This design comes from an exercise in tuning for small area on the open sky130 flow, not from production work.
Only the layout flow was run in this run; the RTL was not checked for function there.

==> design.v <==
module total_fir(total_out, x_in, clk);
	input clk;
	input signed [7:0] x_in;
	output signed [15:0] total_out;
	reg [7:0] e0;
	reg [7:0] e1;
	reg [7:0] e2;
	reg [7:0] e3;
	reg [7:0] e4;
	reg [7:0] e5;
	reg [7:0] e6;
	reg [7:0] e7;
	reg [7:0] e8;
	reg [7:0] e9;
	reg [7:0] e10;
	reg [7:0] e11;
	reg [7:0] e12;
	reg [7:0] e13;
	reg [7:0] e14;
	reg [7:0] e15;
	reg [7:0] e16;
	reg [7:0] e17;
	reg r425;
	reg r426;
	reg r427;
	reg r494;
	reg r495;
	reg r552;
	reg r553;
	reg r554;
	reg r603;
	reg r636;
	reg r637;
	reg r638;
	reg r665;
	reg r680;
	reg r681;
	reg r688;
	reg r689;
	reg r692;
	reg r693;
	reg r698;
	reg r699;
	reg r700;
	reg r701;
	wire o5;
	wire o6;
	wire o7;
	wire o8;
	wire o16;
	wire w1;
	wire w2;
	wire w3;
	wire w4;
	wire w5;
	wire w6;
	wire w7;
	wire w8;
	wire w9;
	wire w10;
	wire w11;
	wire w12;
	wire w13;
	wire w14;
	wire w15;
	wire w16;
	wire w17;
	wire w18;
	wire w19;
	wire w20;
	wire w21;
	wire w22;
	wire w23;
	wire w24;
	wire w25;
	wire w26;
	wire w27;
	wire w28;
	wire w29;
	wire w30;
	wire w31;
	wire w32;
	wire w33;
	wire w34;
	wire w35;
	wire w36;
	wire w37;
	wire w38;
	wire w39;
	wire w40;
	wire w41;
	wire w42;
	wire w43;
	wire w44;
	wire w45;
	wire w46;
	wire w47;
	wire w48;
	wire w49;
	wire w50;
	wire w51;
	wire w52;
	wire w53;
	wire w54;
	wire w55;
	wire w56;
	wire w57;
	wire w58;
	wire w59;
	wire w60;
	wire w61;
	wire w62;
	wire w63;
	wire w64;
	wire w65;
	wire w66;
	wire w67;
	wire w68;
	wire w69;
	wire w70;
	wire w71;
	wire w72;
	wire w73;
	wire w74;
	wire w75;
	wire w76;
	wire w77;
	wire w78;
	wire w79;
	wire w80;
	wire w81;
	wire w82;
	wire w83;
	wire w84;
	wire w85;
	wire w86;
	wire w87;
	wire w88;
	wire w89;
	wire w90;
	wire w91;
	wire w92;
	wire w93;
	wire w94;
	wire w95;
	wire w96;
	wire w97;
	wire w98;
	wire w99;
	wire w100;
	wire w101;
	wire w102;
	wire w103;
	wire w104;
	wire w105;
	wire w106;
	wire w107;
	wire w108;
	wire w109;
	wire w110;
	wire w111;
	wire w112;
	wire w113;
	wire w114;
	wire w115;
	wire w116;
	wire w117;
	wire w118;
	wire w119;
	wire w120;
	wire w121;
	wire w122;
	wire w123;
	wire w124;
	wire w125;
	wire w126;
	wire w127;
	wire w128;
	wire w129;
	wire w130;
	wire w131;
	wire w132;
	wire w133;
	wire w134;
	wire w135;
	wire w136;
	wire w137;
	wire w138;
	wire w139;
	wire w140;
	wire w141;
	wire w142;
	wire w143;
	wire w144;
	wire w145;
	wire w146;
	wire w147;
	wire w148;
	wire w149;
	wire w150;
	wire w151;
	wire w152;
	wire w153;
	wire w154;
	wire w155;
	wire w156;
	wire w157;
	wire w158;
	wire w159;
	wire w160;
	wire w161;
	wire w162;
	wire w163;
	wire w164;
	wire w165;
	wire w166;
	wire w167;
	wire w168;
	wire w169;
	wire w170;
	wire w171;
	wire w172;
	wire w173;
	wire w174;
	wire w175;
	wire w176;
	wire w177;
	wire w178;
	wire w179;
	wire w180;
	wire w181;
	wire w182;
	wire w183;
	wire w184;
	wire w185;
	wire w186;
	wire w187;
	wire w188;
	wire w189;
	wire w190;
	wire w191;
	wire w192;
	wire w193;
	wire w194;
	wire w195;
	wire w196;
	wire w197;
	wire w198;
	wire w199;
	wire w200;
	wire w201;
	wire w202;
	wire w203;
	wire w204;
	wire w205;
	wire w206;
	wire w207;
	wire w208;
	wire w209;
	wire w210;
	wire w211;
	wire w212;
	wire w213;
	wire w214;
	wire w215;
	wire w216;
	wire w217;
	wire w218;
	wire w219;
	wire w220;
	wire w221;
	wire w222;
	wire w223;
	wire w224;
	wire w225;
	wire w226;
	wire w227;
	wire w228;
	wire w229;
	wire w230;
	wire w231;
	wire w232;
	wire w233;
	wire w234;
	wire w235;
	wire w236;
	wire w237;
	wire w238;
	wire w239;
	wire w240;
	wire w241;
	wire w242;
	wire w243;
	wire w244;
	wire w245;
	wire w246;
	wire w247;
	wire w248;
	wire w249;
	wire w250;
	wire w251;
	wire w252;
	wire w253;
	wire w254;
	wire w255;
	wire w256;
	wire w257;
	wire w258;
	wire w259;
	wire w260;
	wire w261;
	wire w262;
	wire w263;
	wire w264;
	wire w265;
	wire w266;
	wire w267;
	wire w268;
	wire w269;
	wire w270;
	wire w271;
	wire w272;
	wire w273;
	wire w274;
	wire w275;
	wire w276;
	wire w277;
	wire w278;
	wire w279;
	wire w280;
	wire w281;
	wire w282;
	wire w283;
	wire w284;
	wire w285;
	wire w286;
	wire w287;
	wire w288;
	wire w289;
	wire w290;
	wire w291;
	wire w292;
	wire w293;
	wire w294;
	wire w295;
	wire w296;
	wire w297;
	wire w298;
	wire w299;
	wire w300;
	wire w301;
	wire w302;
	wire w303;
	wire w304;
	wire w305;
	wire w306;
	wire w307;
	wire w308;
	wire w309;
	wire w310;
	wire w311;
	wire w312;
	wire w313;
	wire w314;
	wire w315;
	wire w316;
	wire w317;
	wire w318;
	wire w319;
	wire w320;
	wire w321;
	wire w322;
	wire w323;
	wire w324;
	wire w325;
	wire w326;
	wire w327;
	wire w328;
	wire w329;
	wire w330;
	wire w331;
	wire w332;
	wire w333;
	wire w334;
	wire w335;
	wire w336;
	wire w337;
	wire w338;
	wire w339;
	wire w340;
	wire w341;
	wire w342;
	wire w343;
	wire w344;
	wire w345;
	wire w346;
	wire w347;
	wire w348;
	wire w349;
	wire w350;
	wire w351;
	wire w352;
	wire w353;
	wire w354;
	wire w355;
	wire w356;
	wire w357;
	wire w358;
	wire w359;
	wire w360;
	wire w361;
	wire w362;
	wire w363;
	wire w364;
	wire w365;
	wire w366;
	wire w367;
	wire w368;
	wire w369;
	wire w370;
	wire w371;
	wire w372;
	wire w373;
	wire w374;
	wire w375;
	wire w376;
	wire w377;
	wire w378;
	wire w379;
	wire w380;
	wire w381;
	wire w382;
	wire w383;
	wire w384;
	wire w385;
	wire w386;
	wire w387;
	wire w388;
	wire w389;
	wire w390;
	wire w391;
	wire w392;
	wire w393;
	wire w394;
	wire w395;
	wire w396;
	wire w397;
	wire w398;
	wire w399;
	wire w400;
	wire w401;
	wire w402;
	wire w403;
	wire w404;
	wire w405;
	wire w406;
	wire w407;
	wire w408;
	wire w409;
	wire w410;
	wire w411;
	wire w412;
	wire w413;
	wire w414;
	wire w415;
	wire w416;
	wire w417;
	wire w418;
	wire w419;
	wire w420;
	wire w421;
	wire w422;
	wire w423;
	wire w424;
	wire w425;
	wire w426;
	wire w427;
	wire w428;
	wire w429;
	wire w430;
	wire w431;
	wire w432;
	wire w433;
	wire w434;
	wire w435;
	wire w436;
	wire w437;
	wire w438;
	wire w439;
	wire w440;
	wire w441;
	wire w442;
	wire w443;
	wire w444;
	wire w445;
	wire w446;
	wire w447;
	wire w448;
	wire w449;
	wire w450;
	wire w451;
	wire w452;
	wire w453;
	wire w454;
	wire w455;
	wire w456;
	wire w457;
	wire w458;
	wire w459;
	wire w460;
	wire w461;
	wire w462;
	wire w463;
	wire w464;
	wire w465;
	wire w466;
	wire w467;
	wire w468;
	wire w469;
	wire w470;
	wire w471;
	wire w472;
	wire w473;
	wire w474;
	wire w475;
	wire w476;
	wire w477;
	wire w478;
	wire w479;
	wire w480;
	wire w481;
	wire w482;
	wire w483;
	wire w484;
	wire w485;
	wire w486;
	wire w487;
	wire w488;
	wire w489;
	wire w490;
	wire w491;
	wire w492;
	wire w493;
	wire w494;
	wire w495;
	wire w496;
	wire w497;
	wire w498;
	wire w499;
	wire w500;
	wire w501;
	wire w502;
	wire w503;
	wire w504;
	wire w505;
	wire w506;
	wire w507;
	wire w508;
	wire w509;
	wire w510;
	wire w511;
	wire w512;
	wire w513;
	wire w514;
	wire w515;
	wire w516;
	wire w517;
	wire w518;
	wire w519;
	wire w520;
	wire w521;
	wire w522;
	wire w523;
	wire w524;
	wire w525;
	wire w526;
	wire w527;
	wire w528;
	wire w529;
	wire w530;
	wire w531;
	wire w532;
	wire w533;
	wire w534;
	wire w535;
	wire w536;
	wire w537;
	wire w538;
	wire w539;
	wire w540;
	wire w541;
	wire w542;
	wire w543;
	wire w544;
	wire w545;
	wire w546;
	wire w547;
	wire w548;
	wire w549;
	wire w550;
	wire w551;
	wire w552;
	wire w553;
	wire w554;
	wire w555;
	wire w556;
	wire w557;
	wire w558;
	wire w559;
	wire w560;
	wire w561;
	wire w562;
	wire w563;
	wire w564;
	wire w565;
	wire w566;
	wire w567;
	wire w568;
	wire w569;
	wire w570;
	wire w571;
	wire w572;
	wire w573;
	wire w574;
	wire w575;
	wire w576;
	wire w577;
	wire w578;
	wire w579;
	wire w580;
	wire w581;
	wire w582;
	wire w583;
	wire w584;
	wire w585;
	wire w586;
	wire w587;
	wire w588;
	wire w589;
	wire w590;
	wire w591;
	wire w592;
	wire w593;
	wire w594;
	wire w595;
	wire w596;
	wire w597;
	wire w598;
	wire w599;
	wire w600;
	wire w601;
	wire w602;
	wire w603;
	wire w604;
	wire w605;
	wire w606;
	wire w607;
	wire w608;
	wire w609;
	wire w610;
	wire w611;
	wire w612;
	wire w613;
	wire w614;
	wire w615;
	wire w616;
	wire w617;
	wire w618;
	wire w619;
	wire w620;
	wire w621;
	wire w622;
	wire w623;
	wire w624;
	wire w625;
	wire w626;
	wire w627;
	wire w628;
	wire w629;
	wire w630;
	wire w631;
	wire w632;
	wire w633;
	wire w634;
	wire w635;
	wire w636;
	wire w637;
	wire w638;
	wire w639;
	wire w640;
	wire w641;
	wire w642;
	wire w643;
	wire w644;
	wire w645;
	wire w646;
	wire w647;
	wire w648;
	wire w649;
	wire w650;
	wire w651;
	wire w652;
	wire w653;
	wire w654;
	wire w655;
	wire w656;
	wire w657;
	wire w658;
	wire w659;
	wire w660;
	wire w661;
	wire w662;
	wire w663;
	wire w664;
	wire w665;
	wire w666;
	wire w667;
	wire w668;
	wire w669;
	wire w670;
	wire w671;
	wire w672;
	wire w673;
	wire w674;
	wire w675;
	wire w676;
	wire w677;
	wire w678;
	wire w679;
	wire w680;
	wire w681;
	wire w682;
	wire w683;
	wire w684;
	wire w685;
	wire w686;
	wire w687;
	wire w688;
	wire w689;
	wire w690;
	wire w691;
	wire w692;
	wire w693;
	wire w694;
	wire w695;
	wire w696;
	wire w697;
	wire w698;
	wire w699;
	wire w700;
	wire w701;
	wire n1;
	wire n2;
	wire n3;
	wire n4;
	wire n5;
	wire n6;
	wire n7;
	wire n8;
	wire n9;
	wire n10;
	wire n11;
	wire n12;
	wire n13;
	wire n14;
	wire n15;
	wire n16;
	wire n17;
	wire n18;
	wire n19;
	wire n20;
	wire n21;
	wire n22;
	wire n23;
	wire n24;
	wire n25;
	wire n26;
	wire n27;
	wire n28;
	wire n29;
	wire n30;
	wire n31;
	wire n32;
	wire n33;
	wire n34;
	wire n35;
	wire n36;
	wire n37;
	wire n38;
	wire n39;
	wire n40;
	wire n41;
	wire n42;
	wire n43;
	wire n44;
	wire n45;
	wire n46;
	wire n47;
	wire n48;
	wire n49;
	wire n50;
	wire n51;
	wire n52;
	wire n53;
	wire n54;
	always @(posedge clk) begin
		e0 <= x_in;
		e1 <= e0;
		e2 <= e1 ^ 8'h80;
		e3 <= e2;
		e4 <= e3;
		e5 <= e4;
		e6 <= e5;
		e7 <= e6 ^ 8'h03;
		e8 <= e7;
		e9 <= e8;
		e10 <= e9 ^ 8'h80;
		e11 <= e10;
		e12 <= e11 ^ 8'h7c;
		e13 <= e12;
		e14 <= e13;
		e15 <= e14;
		e16 <= e15;
		e17 <= e16;
		r425 <= w352;
		r426 <= w423;
		r427 <= w354;
		r494 <= w424;
		r495 <= w492;
		r552 <= w491;
		r553 <= w550;
		r554 <= w493;
		r603 <= w601;
		r636 <= w600;
		r637 <= w634;
		r638 <= w602;
		r665 <= w663;
		r680 <= w678;
		r681 <= w664;
		r688 <= w686;
		r689 <= w679;
		r692 <= w685;
		r693 <= w687;
		r698 <= w157;
		r699 <= w213;
		r700 <= w279;
		r701 <= w353;
	end
	assign o5 = e5[0] | e5[1];
	assign o6 = e6[0] | e6[1];
	assign o7 = ~e7[0] | ~e7[1];
	assign o8 = ~e8[0] | ~e8[1];
	assign o16 = ~e16[0] | ~e16[1];
	assign n1 = ~e7[2];
	assign n2 = ~e7[3];
	assign n3 = ~e7[4];
	assign n4 = ~e7[5];
	assign n5 = ~e7[6];
	assign n6 = ~e7[7];
	assign n7 = ~e8[2];
	assign n8 = ~e8[3];
	assign n9 = ~e8[4];
	assign n10 = ~e8[5];
	assign n11 = ~e8[6];
	assign n12 = ~e8[7];
	assign n13 = ~e9[0];
	assign n14 = ~e9[1];
	assign n15 = ~e10[0];
	assign n16 = ~e10[1];
	assign n17 = ~e10[7];
	assign n18 = ~e10[2];
	assign n19 = ~e10[3];
	assign n20 = ~e10[4];
	assign n21 = ~e10[5];
	assign n22 = ~e10[6];
	assign n23 = ~e11[2];
	assign n24 = ~e11[3];
	assign n25 = ~e11[4];
	assign n26 = ~e11[5];
	assign n27 = ~e11[6];
	assign n28 = ~e11[0];
	assign n29 = ~e11[1];
	assign n30 = ~e11[7];
	assign n31 = ~e13[0];
	assign n32 = ~e13[1];
	assign n33 = ~e13[2];
	assign n34 = ~e13[3];
	assign n35 = ~e13[4];
	assign n36 = ~e13[5];
	assign n37 = ~e13[6];
	assign n38 = ~e13[7];
	assign n39 = ~e14[0];
	assign n40 = ~e14[1];
	assign n41 = ~e14[2];
	assign n42 = ~e14[3];
	assign n43 = ~e14[4];
	assign n44 = ~e14[5];
	assign n45 = ~e14[6];
	assign n46 = ~e14[7];
	assign n47 = ~e16[0];
	assign n48 = ~e16[1];
	assign n49 = ~e16[2];
	assign n50 = ~e16[3];
	assign n51 = ~e16[4];
	assign n52 = ~e16[5];
	assign n53 = ~e16[6];
	assign n54 = ~e16[7];
	assign w55 = ~(e3[0] ^ e4[1]);
	assign w56 = e3[0] | e4[1];
	fa uw57 (.a(e4[0]), .b(e5[0]), .c(e5[2]), .s(w57), .co(w58));
	fa uw59 (.a(e6[2]), .b(e7[2]), .c(e8[2]), .s(w59), .co(w60));
	fa uw61 (.a(e10[1]), .b(e11[1]), .c(e12[0]), .s(w61), .co(w62));
	fa uw63 (.a(e12[1]), .b(e13[0]), .c(e14[0]), .s(w63), .co(w64));
	fa uw65 (.a(e14[1]), .b(e17[2]), .c(n49), .s(w65), .co(w66));
	fa uw67 (.a(o5), .b(o6), .c(o7), .s(w67), .co(w68));
	fa uw69 (.a(o8), .b(o16), .c(w55), .s(w69), .co(w70));
	fa uw71 (.a(w57), .b(w59), .c(w61), .s(w71), .co(w72));
	fa uw73 (.a(w63), .b(w65), .c(w67), .s(w73), .co(w74));
	fa uw75 (.a(w69), .b(w71), .c(w73), .s(w75), .co(w76));
	fa uw77 (.a(e3[1]), .b(e4[0]), .c(e4[2]), .s(w77), .co(w78));
	fa uw79 (.a(e5[1]), .b(e5[3]), .c(e6[0]), .s(w79), .co(w80));
	fa uw81 (.a(e6[3]), .b(e7[3]), .c(e8[3]), .s(w81), .co(w82));
	fa uw83 (.a(e11[0]), .b(e12[1]), .c(e12[2]), .s(w83), .co(w84));
	fa uw85 (.a(e13[1]), .b(e13[0]), .c(e14[1]), .s(w85), .co(w86));
	fa uw87 (.a(e14[2]), .b(e15[0]), .c(e17[3]), .s(w87), .co(w88));
	fa uw89 (.a(n15), .b(n18), .c(n23), .s(w89), .co(w90));
	fa uw91 (.a(n47), .b(n50), .c(w56), .s(w91), .co(w92));
	fa uw93 (.a(w58), .b(w60), .c(w62), .s(w93), .co(w94));
	fa uw95 (.a(w64), .b(w77), .c(w79), .s(w95), .co(w96));
	fa uw97 (.a(w81), .b(w83), .c(w85), .s(w97), .co(w98));
	fa uw99 (.a(w87), .b(w66), .c(w89), .s(w99), .co(w100));
	fa uw101 (.a(w68), .b(w70), .c(w91), .s(w101), .co(w102));
	fa uw103 (.a(w72), .b(w93), .c(w95), .s(w103), .co(w104));
	fa uw105 (.a(w97), .b(w99), .c(w74), .s(w105), .co(w106));
	fa uw107 (.a(w101), .b(w103), .c(w76), .s(w107), .co(w108));
	ha uw109 (.a(w105), .b(w107), .s(w109), .co(w110));
	fa uw111 (.a(e2[0]), .b(e3[2]), .c(e4[1]), .s(w111), .co(w112));
	fa uw113 (.a(e4[3]), .b(e5[2]), .c(e5[0]), .s(w113), .co(w114));
	fa uw115 (.a(e5[4]), .b(e6[1]), .c(e6[4]), .s(w115), .co(w116));
	fa uw117 (.a(e7[0]), .b(e7[4]), .c(e8[4]), .s(w117), .co(w118));
	fa uw119 (.a(e11[1]), .b(e11[0]), .c(e12[2]), .s(w119), .co(w120));
	fa uw121 (.a(e12[0]), .b(e12[3]), .c(e13[2]), .s(w121), .co(w122));
	fa uw123 (.a(e13[1]), .b(e14[2]), .c(e14[3]), .s(w123), .co(w124));
	fa uw125 (.a(e15[1]), .b(e15[0]), .c(e17[0]), .s(w125), .co(w126));
	fa uw127 (.a(e17[4]), .b(n13), .c(n16), .s(w127), .co(w128));
	fa uw129 (.a(n19), .b(n24), .c(n48), .s(w129), .co(w130));
	fa uw131 (.a(n51), .b(w78), .c(w80), .s(w131), .co(w132));
	fa uw133 (.a(w82), .b(w84), .c(w86), .s(w133), .co(w134));
	fa uw135 (.a(w88), .b(w111), .c(w113), .s(w135), .co(w136));
	fa uw137 (.a(w115), .b(w117), .c(w119), .s(w137), .co(w138));
	fa uw139 (.a(w121), .b(w123), .c(w125), .s(w139), .co(w140));
	fa uw141 (.a(w90), .b(w127), .c(w129), .s(w141), .co(w142));
	fa uw143 (.a(w92), .b(w94), .c(w96), .s(w143), .co(w144));
	fa uw145 (.a(w98), .b(w131), .c(w133), .s(w145), .co(w146));
	fa uw147 (.a(w135), .b(w137), .c(w139), .s(w147), .co(w148));
	fa uw149 (.a(w100), .b(w141), .c(w102), .s(w149), .co(w150));
	fa uw151 (.a(w104), .b(w143), .c(w145), .s(w151), .co(w152));
	fa uw153 (.a(w147), .b(w106), .c(w149), .s(w153), .co(w154));
	fa uw155 (.a(w151), .b(w108), .c(w153), .s(w155), .co(w156));
	ha uw157 (.a(w110), .b(w155), .s(w157), .co(w158));
	fa uw159 (.a(e2[1]), .b(e2[0]), .c(e3[3]), .s(w159), .co(w160));
	fa uw161 (.a(e4[2]), .b(e4[4]), .c(e5[3]), .s(w161), .co(w162));
	fa uw163 (.a(e5[1]), .b(e5[5]), .c(e6[2]), .s(w163), .co(w164));
	fa uw165 (.a(e6[5]), .b(e7[1]), .c(e7[5]), .s(w165), .co(w166));
	fa uw167 (.a(e8[5]), .b(e10[2]), .c(e11[1]), .s(w167), .co(w168));
	fa uw169 (.a(e12[3]), .b(e12[1]), .c(e12[4]), .s(w169), .co(w170));
	fa uw171 (.a(e13[3]), .b(e13[2]), .c(e14[3]), .s(w171), .co(w172));
	fa uw173 (.a(e14[4]), .b(e15[2]), .c(e15[1]), .s(w173), .co(w174));
	fa uw175 (.a(e17[1]), .b(e17[5]), .c(n14), .s(w175), .co(w176));
	fa uw177 (.a(n20), .b(n23), .c(n25), .s(w177), .co(w178));
	fa uw179 (.a(n49), .b(n47), .c(n52), .s(w179), .co(w180));
	fa uw181 (.a(w112), .b(w114), .c(w116), .s(w181), .co(w182));
	fa uw183 (.a(w118), .b(w120), .c(w122), .s(w183), .co(w184));
	fa uw185 (.a(w124), .b(w126), .c(w159), .s(w185), .co(w186));
	fa uw187 (.a(w161), .b(w163), .c(w165), .s(w187), .co(w188));
	fa uw189 (.a(w167), .b(w169), .c(w171), .s(w189), .co(w190));
	fa uw191 (.a(w173), .b(w128), .c(w130), .s(w191), .co(w192));
	fa uw193 (.a(w175), .b(w177), .c(w179), .s(w193), .co(w194));
	fa uw195 (.a(w132), .b(w134), .c(w136), .s(w195), .co(w196));
	fa uw197 (.a(w138), .b(w140), .c(w181), .s(w197), .co(w198));
	fa uw199 (.a(w183), .b(w185), .c(w187), .s(w199), .co(w200));
	fa uw201 (.a(w189), .b(w142), .c(w191), .s(w201), .co(w202));
	fa uw203 (.a(w193), .b(w144), .c(w146), .s(w203), .co(w204));
	fa uw205 (.a(w148), .b(w195), .c(w197), .s(w205), .co(w206));
	fa uw207 (.a(w199), .b(w201), .c(w150), .s(w207), .co(w208));
	fa uw209 (.a(w152), .b(w203), .c(w205), .s(w209), .co(w210));
	fa uw211 (.a(w207), .b(w154), .c(w209), .s(w211), .co(w212));
	fa uw213 (.a(w156), .b(w158), .c(w211), .s(w213), .co(w214));
	fa uw215 (.a(e2[2]), .b(e2[1]), .c(e3[4]), .s(w215), .co(w216));
	fa uw217 (.a(e3[0]), .b(e4[3]), .c(e4[0]), .s(w217), .co(w218));
	fa uw219 (.a(e4[5]), .b(e5[4]), .c(e5[2]), .s(w219), .co(w220));
	fa uw221 (.a(e5[6]), .b(e6[3]), .c(e6[6]), .s(w221), .co(w222));
	fa uw223 (.a(e7[6]), .b(e8[6]), .c(e9[2]), .s(w223), .co(w224));
	fa uw225 (.a(e10[3]), .b(e10[0]), .c(e12[4]), .s(w225), .co(w226));
	fa uw227 (.a(e12[2]), .b(e12[0]), .c(e12[5]), .s(w227), .co(w228));
	fa uw229 (.a(e13[4]), .b(e13[3]), .c(e14[4]), .s(w229), .co(w230));
	fa uw231 (.a(e14[5]), .b(e15[3]), .c(e15[2]), .s(w231), .co(w232));
	fa uw233 (.a(e17[2]), .b(e17[6]), .c(n1), .s(w233), .co(w234));
	fa uw235 (.a(n21), .b(n24), .c(n23), .s(w235), .co(w236));
	fa uw237 (.a(n26), .b(n39), .c(n50), .s(w237), .co(w238));
	fa uw239 (.a(n48), .b(n53), .c(w160), .s(w239), .co(w240));
	fa uw241 (.a(w162), .b(w164), .c(w166), .s(w241), .co(w242));
	fa uw243 (.a(w168), .b(w170), .c(w172), .s(w243), .co(w244));
	fa uw245 (.a(w174), .b(w215), .c(w217), .s(w245), .co(w246));
	fa uw247 (.a(w219), .b(w221), .c(w223), .s(w247), .co(w248));
	fa uw249 (.a(w225), .b(w227), .c(w229), .s(w249), .co(w250));
	fa uw251 (.a(w231), .b(w176), .c(w178), .s(w251), .co(w252));
	fa uw253 (.a(w180), .b(w233), .c(w235), .s(w253), .co(w254));
	fa uw255 (.a(w237), .b(w182), .c(w184), .s(w255), .co(w256));
	fa uw257 (.a(w186), .b(w188), .c(w190), .s(w257), .co(w258));
	fa uw259 (.a(w239), .b(w241), .c(w243), .s(w259), .co(w260));
	fa uw261 (.a(w192), .b(w245), .c(w247), .s(w261), .co(w262));
	fa uw263 (.a(w249), .b(w194), .c(w251), .s(w263), .co(w264));
	fa uw265 (.a(w253), .b(w196), .c(w198), .s(w265), .co(w266));
	fa uw267 (.a(w255), .b(w200), .c(w257), .s(w267), .co(w268));
	fa uw269 (.a(w259), .b(w202), .c(w261), .s(w269), .co(w270));
	fa uw271 (.a(w263), .b(w204), .c(w206), .s(w271), .co(w272));
	fa uw273 (.a(w265), .b(w267), .c(w269), .s(w273), .co(w274));
	fa uw275 (.a(w208), .b(w210), .c(w271), .s(w275), .co(w276));
	fa uw277 (.a(w273), .b(w212), .c(w275), .s(w277), .co(w278));
	ha uw279 (.a(w214), .b(w277), .s(w279), .co(w280));
	assign w281 = ~(e2[3] ^ e2[2]);
	assign w282 = e2[3] | e2[2];
	fa uw283 (.a(e3[5]), .b(e3[1]), .c(e4[4]), .s(w283), .co(w284));
	fa uw285 (.a(e4[1]), .b(e4[6]), .c(e5[5]), .s(w285), .co(w286));
	fa uw287 (.a(e5[3]), .b(e5[7]), .c(e6[4]), .s(w287), .co(w288));
	fa uw289 (.a(e6[7]), .b(e7[7]), .c(e8[0]), .s(w289), .co(w290));
	fa uw291 (.a(e8[7]), .b(e9[3]), .c(e10[4]), .s(w291), .co(w292));
	fa uw293 (.a(e10[1]), .b(e12[5]), .c(e12[3]), .s(w293), .co(w294));
	fa uw295 (.a(e12[1]), .b(e12[6]), .c(e13[5]), .s(w295), .co(w296));
	fa uw297 (.a(e13[4]), .b(e14[5]), .c(e14[6]), .s(w297), .co(w298));
	fa uw299 (.a(e15[4]), .b(e15[3]), .c(e17[3]), .s(w299), .co(w300));
	fa uw301 (.a(e17[7]), .b(n2), .c(n22), .s(w301), .co(w302));
	fa uw303 (.a(n25), .b(n24), .c(n28), .s(w303), .co(w304));
	fa uw305 (.a(n27), .b(n31), .c(n40), .s(w305), .co(w306));
	fa uw307 (.a(n51), .b(n49), .c(n54), .s(w307), .co(w308));
	fa uw309 (.a(w281), .b(w216), .c(w218), .s(w309), .co(w310));
	fa uw311 (.a(w220), .b(w222), .c(w224), .s(w311), .co(w312));
	fa uw313 (.a(w226), .b(w228), .c(w230), .s(w313), .co(w314));
	fa uw315 (.a(w232), .b(w283), .c(w285), .s(w315), .co(w316));
	fa uw317 (.a(w287), .b(w289), .c(w291), .s(w317), .co(w318));
	fa uw319 (.a(w293), .b(w295), .c(w297), .s(w319), .co(w320));
	fa uw321 (.a(w299), .b(w234), .c(w236), .s(w321), .co(w322));
	fa uw323 (.a(w238), .b(w301), .c(w303), .s(w323), .co(w324));
	fa uw325 (.a(w305), .b(w307), .c(w240), .s(w325), .co(w326));
	fa uw327 (.a(w242), .b(w244), .c(w246), .s(w327), .co(w328));
	fa uw329 (.a(w248), .b(w250), .c(w309), .s(w329), .co(w330));
	fa uw331 (.a(w311), .b(w313), .c(w252), .s(w331), .co(w332));
	fa uw333 (.a(w315), .b(w317), .c(w319), .s(w333), .co(w334));
	fa uw335 (.a(w254), .b(w321), .c(w323), .s(w335), .co(w336));
	fa uw337 (.a(w256), .b(w258), .c(w260), .s(w337), .co(w338));
	fa uw339 (.a(w325), .b(w262), .c(w327), .s(w339), .co(w340));
	fa uw341 (.a(w329), .b(w264), .c(w331), .s(w341), .co(w342));
	fa uw343 (.a(w333), .b(w335), .c(w266), .s(w343), .co(w344));
	fa uw345 (.a(w268), .b(w337), .c(w339), .s(w345), .co(w346));
	fa uw347 (.a(w270), .b(w341), .c(w272), .s(w347), .co(w348));
	fa uw349 (.a(w343), .b(w345), .c(w274), .s(w349), .co(w350));
	fa uw351 (.a(w276), .b(w347), .c(w349), .s(w351), .co(w352));
	fa uw353 (.a(w278), .b(w351), .c(w280), .s(w353), .co(w354));
	assign w355 = ~(e2[4] ^ e2[3]);
	assign w356 = e2[4] | e2[3];
	fa uw357 (.a(e3[6]), .b(e3[2]), .c(e4[5]), .s(w357), .co(w358));
	fa uw359 (.a(e4[2]), .b(e4[7]), .c(e5[6]), .s(w359), .co(w360));
	fa uw361 (.a(e5[4]), .b(e6[5]), .c(e8[1]), .s(w361), .co(w362));
	fa uw363 (.a(e9[4]), .b(e10[5]), .c(e10[7]), .s(w363), .co(w364));
	fa uw365 (.a(e11[7]), .b(e12[6]), .c(e12[4]), .s(w365), .co(w366));
	fa uw367 (.a(e12[2]), .b(e12[7]), .c(e13[6]), .s(w367), .co(w368));
	fa uw369 (.a(e13[5]), .b(e14[6]), .c(e14[7]), .s(w369), .co(w370));
	fa uw371 (.a(e15[5]), .b(e15[4]), .c(e17[4]), .s(w371), .co(w372));
	fa uw373 (.a(n3), .b(n18), .c(n26), .s(w373), .co(w374));
	fa uw375 (.a(n25), .b(n29), .c(n32), .s(w375), .co(w376));
	fa uw377 (.a(n41), .b(n52), .c(n50), .s(w377), .co(w378));
	fa uw379 (.a(w282), .b(w355), .c(w284), .s(w379), .co(w380));
	fa uw381 (.a(w286), .b(w288), .c(w290), .s(w381), .co(w382));
	fa uw383 (.a(w292), .b(w294), .c(w296), .s(w383), .co(w384));
	fa uw385 (.a(w298), .b(w300), .c(w357), .s(w385), .co(w386));
	fa uw387 (.a(w359), .b(w361), .c(w363), .s(w387), .co(w388));
	fa uw389 (.a(w365), .b(w367), .c(w369), .s(w389), .co(w390));
	fa uw391 (.a(w371), .b(w302), .c(w304), .s(w391), .co(w392));
	fa uw393 (.a(w306), .b(w308), .c(w373), .s(w393), .co(w394));
	fa uw395 (.a(w375), .b(w377), .c(w310), .s(w395), .co(w396));
	fa uw397 (.a(w312), .b(w314), .c(w316), .s(w397), .co(w398));
	fa uw399 (.a(w318), .b(w320), .c(w379), .s(w399), .co(w400));
	fa uw401 (.a(w381), .b(w383), .c(w322), .s(w401), .co(w402));
	fa uw403 (.a(w385), .b(w387), .c(w389), .s(w403), .co(w404));
	fa uw405 (.a(w324), .b(w391), .c(w393), .s(w405), .co(w406));
	fa uw407 (.a(w326), .b(w328), .c(w330), .s(w407), .co(w408));
	fa uw409 (.a(w395), .b(w332), .c(w334), .s(w409), .co(w410));
	fa uw411 (.a(w397), .b(w399), .c(w401), .s(w411), .co(w412));
	fa uw413 (.a(w403), .b(w336), .c(w405), .s(w413), .co(w414));
	fa uw415 (.a(w338), .b(w340), .c(w407), .s(w415), .co(w416));
	fa uw417 (.a(w342), .b(w409), .c(w411), .s(w417), .co(w418));
	fa uw419 (.a(w413), .b(w344), .c(w346), .s(w419), .co(w420));
	fa uw421 (.a(w415), .b(w417), .c(w348), .s(w421), .co(w422));
	fa uw423 (.a(w419), .b(w350), .c(w421), .s(w423), .co(w424));
	fa uw428 (.a(r425), .b(r426), .c(r427), .s(w428), .co(w429));
	assign w430 = ~(e2[5] ^ e2[4]);
	assign w431 = e2[5] | e2[4];
	fa uw432 (.a(e3[7]), .b(e3[3]), .c(e4[6]), .s(w432), .co(w433));
	fa uw434 (.a(e4[3]), .b(e5[7]), .c(e5[5]), .s(w434), .co(w435));
	fa uw436 (.a(e6[6]), .b(e9[5]), .c(e10[6]), .s(w436), .co(w437));
	fa uw438 (.a(e11[2]), .b(e12[7]), .c(e12[5]), .s(w438), .co(w439));
	fa uw440 (.a(e12[3]), .b(e13[7]), .c(e13[6]), .s(w440), .co(w441));
	fa uw442 (.a(e14[7]), .b(e15[6]), .c(e15[5]), .s(w442), .co(w443));
	fa uw444 (.a(e17[5]), .b(n4), .c(n7), .s(w444), .co(w445));
	fa uw446 (.a(n19), .b(n27), .c(n26), .s(w446), .co(w447));
	fa uw448 (.a(n33), .b(n42), .c(n53), .s(w448), .co(w449));
	fa uw450 (.a(n51), .b(w356), .c(w430), .s(w450), .co(w451));
	fa uw452 (.a(w358), .b(w360), .c(w362), .s(w452), .co(w453));
	fa uw454 (.a(w364), .b(w366), .c(w368), .s(w454), .co(w455));
	fa uw456 (.a(w370), .b(w372), .c(w432), .s(w456), .co(w457));
	fa uw458 (.a(w434), .b(w436), .c(w438), .s(w458), .co(w459));
	fa uw460 (.a(w440), .b(w442), .c(w374), .s(w460), .co(w461));
	fa uw462 (.a(w376), .b(w378), .c(w444), .s(w462), .co(w463));
	fa uw464 (.a(w446), .b(w448), .c(w450), .s(w464), .co(w465));
	fa uw466 (.a(w380), .b(w382), .c(w384), .s(w466), .co(w467));
	fa uw468 (.a(w386), .b(w388), .c(w390), .s(w468), .co(w469));
	fa uw470 (.a(w452), .b(w454), .c(w392), .s(w470), .co(w471));
	fa uw472 (.a(w456), .b(w458), .c(w394), .s(w472), .co(w473));
	fa uw474 (.a(w460), .b(w462), .c(w464), .s(w474), .co(w475));
	fa uw476 (.a(w396), .b(w398), .c(w400), .s(w476), .co(w477));
	fa uw478 (.a(w466), .b(w402), .c(w404), .s(w478), .co(w479));
	fa uw480 (.a(w468), .b(w470), .c(w406), .s(w480), .co(w481));
	fa uw482 (.a(w472), .b(w474), .c(w408), .s(w482), .co(w483));
	fa uw484 (.a(w410), .b(w476), .c(w412), .s(w484), .co(w485));
	fa uw486 (.a(w478), .b(w414), .c(w480), .s(w486), .co(w487));
	fa uw488 (.a(w416), .b(w482), .c(w418), .s(w488), .co(w489));
	fa uw490 (.a(w484), .b(w486), .c(w420), .s(w490), .co(w491));
	fa uw492 (.a(w488), .b(w422), .c(w490), .s(w492), .co(w493));
	fa uw496 (.a(r494), .b(r495), .c(w429), .s(w496), .co(w497));
	fa uw498 (.a(e2[6]), .b(e2[5]), .c(e3[4]), .s(w498), .co(w499));
	fa uw500 (.a(e4[7]), .b(e4[4]), .c(e5[6]), .s(w500), .co(w501));
	fa uw502 (.a(e6[7]), .b(e9[6]), .c(e11[7]), .s(w502), .co(w503));
	fa uw504 (.a(e11[3]), .b(e12[6]), .c(e12[4]), .s(w504), .co(w505));
	fa uw506 (.a(e13[7]), .b(e15[7]), .c(e15[6]), .s(w506), .co(w507));
	fa uw508 (.a(e17[6]), .b(n5), .c(n8), .s(w508), .co(w509));
	fa uw510 (.a(n17), .b(n20), .c(n27), .s(w510), .co(w511));
	fa uw512 (.a(n34), .b(n43), .c(n54), .s(w512), .co(w513));
	fa uw514 (.a(n52), .b(w431), .c(w433), .s(w514), .co(w515));
	fa uw516 (.a(w435), .b(w437), .c(w439), .s(w516), .co(w517));
	fa uw518 (.a(w441), .b(w443), .c(w498), .s(w518), .co(w519));
	fa uw520 (.a(w500), .b(w502), .c(w504), .s(w520), .co(w521));
	fa uw522 (.a(w506), .b(w445), .c(w447), .s(w522), .co(w523));
	fa uw524 (.a(w449), .b(w508), .c(w510), .s(w524), .co(w525));
	fa uw526 (.a(w512), .b(w451), .c(w453), .s(w526), .co(w527));
	fa uw528 (.a(w455), .b(w457), .c(w459), .s(w528), .co(w529));
	fa uw530 (.a(w514), .b(w516), .c(w461), .s(w530), .co(w531));
	fa uw532 (.a(w518), .b(w520), .c(w463), .s(w532), .co(w533));
	fa uw534 (.a(w522), .b(w524), .c(w465), .s(w534), .co(w535));
	fa uw536 (.a(w467), .b(w469), .c(w526), .s(w536), .co(w537));
	fa uw538 (.a(w471), .b(w528), .c(w473), .s(w538), .co(w539));
	fa uw540 (.a(w530), .b(w532), .c(w475), .s(w540), .co(w541));
	fa uw542 (.a(w534), .b(w477), .c(w479), .s(w542), .co(w543));
	fa uw544 (.a(w536), .b(w481), .c(w538), .s(w544), .co(w545));
	fa uw546 (.a(w540), .b(w483), .c(w485), .s(w546), .co(w547));
	fa uw548 (.a(w542), .b(w487), .c(w544), .s(w548), .co(w549));
	fa uw550 (.a(w489), .b(w546), .c(w548), .s(w550), .co(w551));
	fa uw555 (.a(r552), .b(r553), .c(r554), .s(w555), .co(w556));
	ha uw557 (.a(w555), .b(w497), .s(w557), .co(w558));
	fa uw559 (.a(e2[7]), .b(e2[6]), .c(e3[5]), .s(w559), .co(w560));
	fa uw561 (.a(e4[5]), .b(e5[7]), .c(e9[7]), .s(w561), .co(w562));
	fa uw563 (.a(e11[7]), .b(e11[4]), .c(e12[7]), .s(w563), .co(w564));
	fa uw565 (.a(e12[5]), .b(e15[7]), .c(e17[7]), .s(w565), .co(w566));
	fa uw567 (.a(n6), .b(n9), .c(n21), .s(w567), .co(w568));
	fa uw569 (.a(n35), .b(n44), .c(n53), .s(w569), .co(w570));
	fa uw571 (.a(w499), .b(w501), .c(w503), .s(w571), .co(w572));
	fa uw573 (.a(w505), .b(w507), .c(w559), .s(w573), .co(w574));
	fa uw575 (.a(w561), .b(w563), .c(w565), .s(w575), .co(w576));
	fa uw577 (.a(w509), .b(w511), .c(w513), .s(w577), .co(w578));
	fa uw579 (.a(w567), .b(w569), .c(w515), .s(w579), .co(w580));
	fa uw581 (.a(w517), .b(w519), .c(w521), .s(w581), .co(w582));
	fa uw583 (.a(w571), .b(w523), .c(w573), .s(w583), .co(w584));
	fa uw585 (.a(w575), .b(w525), .c(w577), .s(w585), .co(w586));
	fa uw587 (.a(w527), .b(w529), .c(w579), .s(w587), .co(w588));
	fa uw589 (.a(w531), .b(w581), .c(w533), .s(w589), .co(w590));
	fa uw591 (.a(w583), .b(w585), .c(w535), .s(w591), .co(w592));
	fa uw593 (.a(w537), .b(w587), .c(w539), .s(w593), .co(w594));
	fa uw595 (.a(w589), .b(w591), .c(w541), .s(w595), .co(w596));
	fa uw597 (.a(w543), .b(w545), .c(w593), .s(w597), .co(w598));
	fa uw599 (.a(w595), .b(w547), .c(w549), .s(w599), .co(w600));
	fa uw601 (.a(w597), .b(w551), .c(w599), .s(w601), .co(w602));
	fa uw604 (.a(r603), .b(w556), .c(w558), .s(w604), .co(w605));
	assign w606 = ~(e2[7] ^ e3[6]);
	assign w607 = e2[7] | e3[6];
	fa uw608 (.a(e4[6]), .b(e11[5]), .c(e12[6]), .s(w608), .co(w609));
	fa uw610 (.a(n10), .b(n22), .c(n36), .s(w610), .co(w611));
	fa uw612 (.a(n45), .b(n54), .c(w606), .s(w612), .co(w613));
	fa uw614 (.a(w560), .b(w562), .c(w564), .s(w614), .co(w615));
	fa uw616 (.a(w566), .b(w608), .c(w568), .s(w616), .co(w617));
	fa uw618 (.a(w570), .b(w610), .c(w612), .s(w618), .co(w619));
	fa uw620 (.a(w572), .b(w574), .c(w576), .s(w620), .co(w621));
	fa uw622 (.a(w614), .b(w578), .c(w616), .s(w622), .co(w623));
	fa uw624 (.a(w618), .b(w580), .c(w582), .s(w624), .co(w625));
	fa uw626 (.a(w584), .b(w620), .c(w586), .s(w626), .co(w627));
	fa uw628 (.a(w622), .b(w588), .c(w624), .s(w628), .co(w629));
	fa uw630 (.a(w590), .b(w626), .c(w592), .s(w630), .co(w631));
	fa uw632 (.a(w594), .b(w628), .c(w630), .s(w632), .co(w633));
	fa uw634 (.a(w596), .b(w598), .c(w632), .s(w634), .co(w635));
	fa uw639 (.a(r636), .b(r637), .c(r638), .s(w639), .co(w640));
	ha uw641 (.a(w639), .b(w605), .s(w641), .co(w642));
	fa uw643 (.a(e3[7]), .b(e4[7]), .c(e10[7]), .s(w643), .co(w644));
	fa uw645 (.a(e11[6]), .b(e12[7]), .c(n11), .s(w645), .co(w646));
	fa uw647 (.a(n37), .b(n46), .c(w607), .s(w647), .co(w648));
	fa uw649 (.a(w609), .b(w643), .c(w611), .s(w649), .co(w650));
	fa uw651 (.a(w645), .b(w613), .c(w647), .s(w651), .co(w652));
	fa uw653 (.a(w615), .b(w617), .c(w649), .s(w653), .co(w654));
	fa uw655 (.a(w619), .b(w651), .c(w621), .s(w655), .co(w656));
	fa uw657 (.a(w623), .b(w653), .c(w625), .s(w657), .co(w658));
	fa uw659 (.a(w655), .b(w627), .c(w629), .s(w659), .co(w660));
	fa uw661 (.a(w657), .b(w631), .c(w659), .s(w661), .co(w662));
	fa uw663 (.a(w633), .b(w661), .c(w635), .s(w663), .co(w664));
	fa uw666 (.a(r665), .b(w640), .c(w642), .s(w666), .co(w667));
	fa uw668 (.a(n12), .b(n30), .c(n38), .s(w668), .co(w669));
	fa uw670 (.a(w644), .b(w646), .c(w668), .s(w670), .co(w671));
	fa uw672 (.a(w648), .b(w650), .c(w670), .s(w672), .co(w673));
	fa uw674 (.a(w652), .b(w654), .c(w672), .s(w674), .co(w675));
	fa uw676 (.a(w656), .b(w674), .c(w658), .s(w676), .co(w677));
	fa uw678 (.a(w660), .b(w676), .c(w662), .s(w678), .co(w679));
	fa uw682 (.a(r680), .b(r681), .c(w667), .s(w682), .co(w683));
	fa uw684 (.a(w669), .b(w671), .c(w673), .s(w684), .co(w685));
	fa uw686 (.a(w675), .b(w684), .c(w677), .s(w686), .co(w687));
	fa uw690 (.a(r688), .b(r689), .c(w683), .s(w690), .co(w691));
	fa uw694 (.a(r692), .b(r693), .c(w691), .s(w694), .co(w695));
	assign w696 = w695 ^ 1'b1;
	assign total_out[0] = ~r698;
	assign total_out[1] = ~r699;
	assign total_out[2] = ~r700;
	assign total_out[3] = ~r701;
	assign total_out[4] = ~w428;
	assign total_out[5] = ~w496;
	assign total_out[6] = ~w557;
	assign total_out[7] = ~w604;
	assign total_out[8] = ~w641;
	assign total_out[9] = ~w666;
	assign total_out[10] = ~w682;
	assign total_out[11] = ~w690;
	assign total_out[12] = ~w694;
	assign total_out[13] = ~w696;
	assign total_out[14] = ~w696;
	assign total_out[15] = ~w696;
endmodule
module fa(input a, input b, input c, output s, output co);
	assign s = a ^ b ^ c;
	assign co = (a & b) | (a & c) | (b & c);
endmodule
module ha(input a, input b, output s, output co);
	assign s = a ^ b;
	assign co = a & b;
endmodule
==> flow/run.sh <==
#!/bin/bash
# The standard layout (standard.sh), with ORFS variables set for two steps:
# clock tree synthesis without dummy balancing loads, and port buffers of the smallest buffer.
export CTS_ARGS="-sink_clustering_enable -repair_clock_nets -dont_use_dummy_load -buf_list sky130_fd_sc_hd__clkbuf_8 -sink_clustering_size 25 -sink_clustering_max_diameter 150"
export BUFFER_PORTS_ARGS="-buffer_cell sky130_fd_sc_hd__buf_1"
bash standard.sh > standard.log 2>&1
==> standard.sh <==
#!/bin/bash
# synth_recipe.tcl (not shown) runs the flow's synth.tcl, then flattens the netlist and writes it again
# the make line also repeats each setting of config.mk as NAME=value (left out here)
make -C /OpenROAD-flow-scripts/flow DESIGN_CONFIG=/design/flow/config.mk WORK_HOME=/design/flow/orfs CLKGATE_MAP_FILE= SYNTH_SCRIPT=/design/flow/synth_recipe.tcl "${@:-finish}"
==> config.mk <==
export PLATFORM = sky130hd
export DESIGN_NAME = total_fir
export DESIGN_NICKNAME = total_fir
export VERILOG_FILES = /design/flow/design.v
export SDC_FILE = /design/flow/constraint.sdc
export NUM_CORES = 4
export LEC_CHECK = 0
export CAP_MARGIN = 20
export CORE_MARGIN = 2
export CORE_UTILIZATION = 65
export SLEW_MARGIN = 20
export SYNTH_HIERARCHICAL = 1
export SYNTH_MINIMUM_KEEP_SIZE = 0
==> constraint.sdc <==
create_clock -name core_clock -period 5.0 [get_ports {clk}]
set_input_delay 1.0000 -clock core_clock [delete_from_list [all_inputs] [get_ports {clk}]]
set_output_delay 1.0000 -clock core_clock [all_outputs]
set_load 0.01 [all_outputs]
==> impl_metrics.yaml <==
timing:
  period_share_pct: 97.9
  max_freq_ghz: 0.204
  final_max_slew_viol_count: 0
  setup_viol: 0
  hold_viol: 0
  skew_ps: 49.9
  layout_min_cycle_time_ps: 4900
  slew_headroom_pct: 72.2
  max_slew.worst_pin.slew_ps: 417
drt:
  drt-total-wl_um: 21200
  wire_per_inst_um: 26.4
  drt_iter0_drc: 318
  ant_nets: 0
  firstDrtPassIters: 4
  drc_errors: 0
  viasPerCell: 5.42
  num_vias: 4354
place:
  dp_hpwl_um: 19200
  place_inst: 786
  port_buffers: 24
  place.gp.congestion: 0.935
synth:
  ys_warn_count: 7
  syn_avg_cell_area_sq_um: 17.2
  synth_area_leaders: "fa_1 (61%), dfxtp_1 (34%), inv_1 (3.4%)"
  yosysSeqAreaShare_pct: 33.9
  syn_area_sq_mm: 0.00987
  ys_seq_elements: 167
  synth_largest_area_cell: "fa_1"
  yosys.area.top_type_share_pct: 61.0
  ys_types: 7
  syn_inst: 575
  syn-num-nets: 895
clock_tree:
  cts_buffers: 17
  cts.clk_slew.worst_paths_ps: 100
  cts_setup_buffers: 0
  ctsHtreeMaxLevel: 4
  cts_tree: "yes"
  hold_buffers: 0
  numClockSinks: 167
  cts_buffer_depth: 2
  clock_latency_ps: 460
  cts-root-buf: "clkbuf_8"
floorplan:
  rows: 45
  die_w_um: 127
  pin_count: 25
  core_sq_mm: 0.0150
  dieArea_sq_mm: 0.0162
  die_y_um: 127
  initial_core_util_pct: 65.7
cells_and_area:
  area_delta_synth_final_pct: 6.01
  fin_cells: 803
  postLayoutCoreUtil_pct: 69.6
  diodes: 0
  seq_area_sq_mm: 0.00334
  fill_cells: 1014
  drive_gt1_share_pct: 4.55
  multiInputGateArea_sq_mm: 0.00621
  final_net_count: 937
global_route:
  use_met3_pct: 4.98
  track_usage_pct: 30.3
  first_global_vias: 5456
  grt_util_met2_pct: 51.5
  grt_overflow: 0
  grt_use_met1_pct: 39.6
  antenna_found_initial: 0
  grt_busiest_layer: "met2"
  grt_max_degree: 22
  grt_first_pass_wirelength_um: 33000
worst_setup_path:
  cp-start-kind: "flop"
  timing_worst_setup_path_type: "reg2out"
  endpoint_kind: "output port"
  worstPathMaxFanout: 1
  crit_required_ps: 4000
  crit_start: "r425"
  reg2reg_from: "e12[1]"
  cp.arrival_ps: 3900
outcome:
  status: "no timing/DRC/antenna violations"
flow_run:
  cap_violations: 0
min_path:
  worst_hold_startpoint: "e16[7]"
  hold_class: "reg2reg"
-- worst max-delay path, stage by stage, from the launching register on --
cell	delay (ps)
dfxtp_1	320
fa_2	380
fa_2	370
ha_4	180
fa_2	360
ha_4	180
fa_2	340
fa_2	350
fa_2	340
fa_1	480
inv_1	30
buf_2	130
-- per-layer routing --
| layer | vias up | part of all wire, % |
|---|---|---|
| li1 | 1736 | - |
| met1 | 2421 | 36 |
| met2 | 146 | 54 |
| met3 | 51 | 4.8 |
| met4 | 0 | 4.7 |
| met5 | - | 0 |
-- cell type report --
type | count | area share [%]
clock buffer | 17 | 2.24
inverter | 89 | 3.19
multi-input combinational | 316 | 59.4
sequential | 167 | 31.9
tap | 188 | 2.25
timing repair buffer | 26 | 1.02
-- placed cells by master (no fill, tap or decap) --
cell      Yosys  routed
dfxtp_1     167     167
buf_4         3       2
ha_4          0       2
buf_2         0       1
or2_1         2       2
clkbuf_8      0      17
buf_1         0      23
fa_1        301     295
fa_2          0       6
inv_1        89      89
nand2_1       3       3
ha_1         10       8
-- modules after synthesis (local to each module, per instance) --
module	flops+latches	copies in the design	area (sq um)
fa	0	301	20.0
total_fir	167	1	3790
ha	0	5	12.5
-- Yosys cell counts --
library cell and count:
inv_1 89, nand2_1 3, fa_1 301, dfxtp_1 167, or2_1 2, buf_4 3
ha_1 10
-- what timing repair did --
action,CTS,global route
setup endpoints to repair,4,1
gates resized for setup,10,1
pin swaps,1,1
-- kinds of logic after synthesis --
family,synth area share (%)
flip-flops,33.9
buffers and inverters,3.61
adder cells (fa/ha/maj),62.3
AND/OR/NAND/NOR,0.241
-- per-stage QoR --
stage / instance area, sq um / hold slack (ps) / worst slack [ps] / TNS, ps
after floorplan: 9870 / 310 / 494 / 0
after global placement: 10200 / 310 / 264 / 0
after detailed placement: 10200 / 312 / 181 / 0
after CTS: 10500 / 317 / 33.2 / 0
after global routing: 10500 / 328 / -4.13 / -4.13
final: 10500 / 322 / 104 / 0
-- worst paths after layout --
kind	slack, ps	endpoint	cells past startpoint
setup / recovery	100	total_out[12]	11
hold / removal	320	e17[7]	0
setup reg to reg	350	r701	9
hold reg to reg	320	e17[7]	0

[separate check: timing with driven ports]
No port has a modelled driver above. Below, the same layout with a new extraction and two added sets of constraints. Step 1: set_driving_cell puts a clkbuf_16 on clk and a buf_2 on each other input, an assumption about the parent block. Step 2 adds t to the input delays and takes it off the output delays; t is the mean of the earliest and latest rising clock arrival at the registers after step 1. Input paths then give back, and output paths get back, about the clock's delay inside the block. a / b / c = ideal ports / drivers / drivers and shift; a / b = the first two.
t (ns): 0.482
setup WS [ns]: 0.104 / 0.066 / 0.353
hold slack, ns: 0.322 / 0.322 / 0.322
worst setup path at the end: register to register
worst register clock-pin slew, ns: 0.11 / 0.11
After both steps setup and hold are still met in this run. For this run, drivers alone change the setup slack by -0.038 ns; drivers and shift together by +0.249 ns.
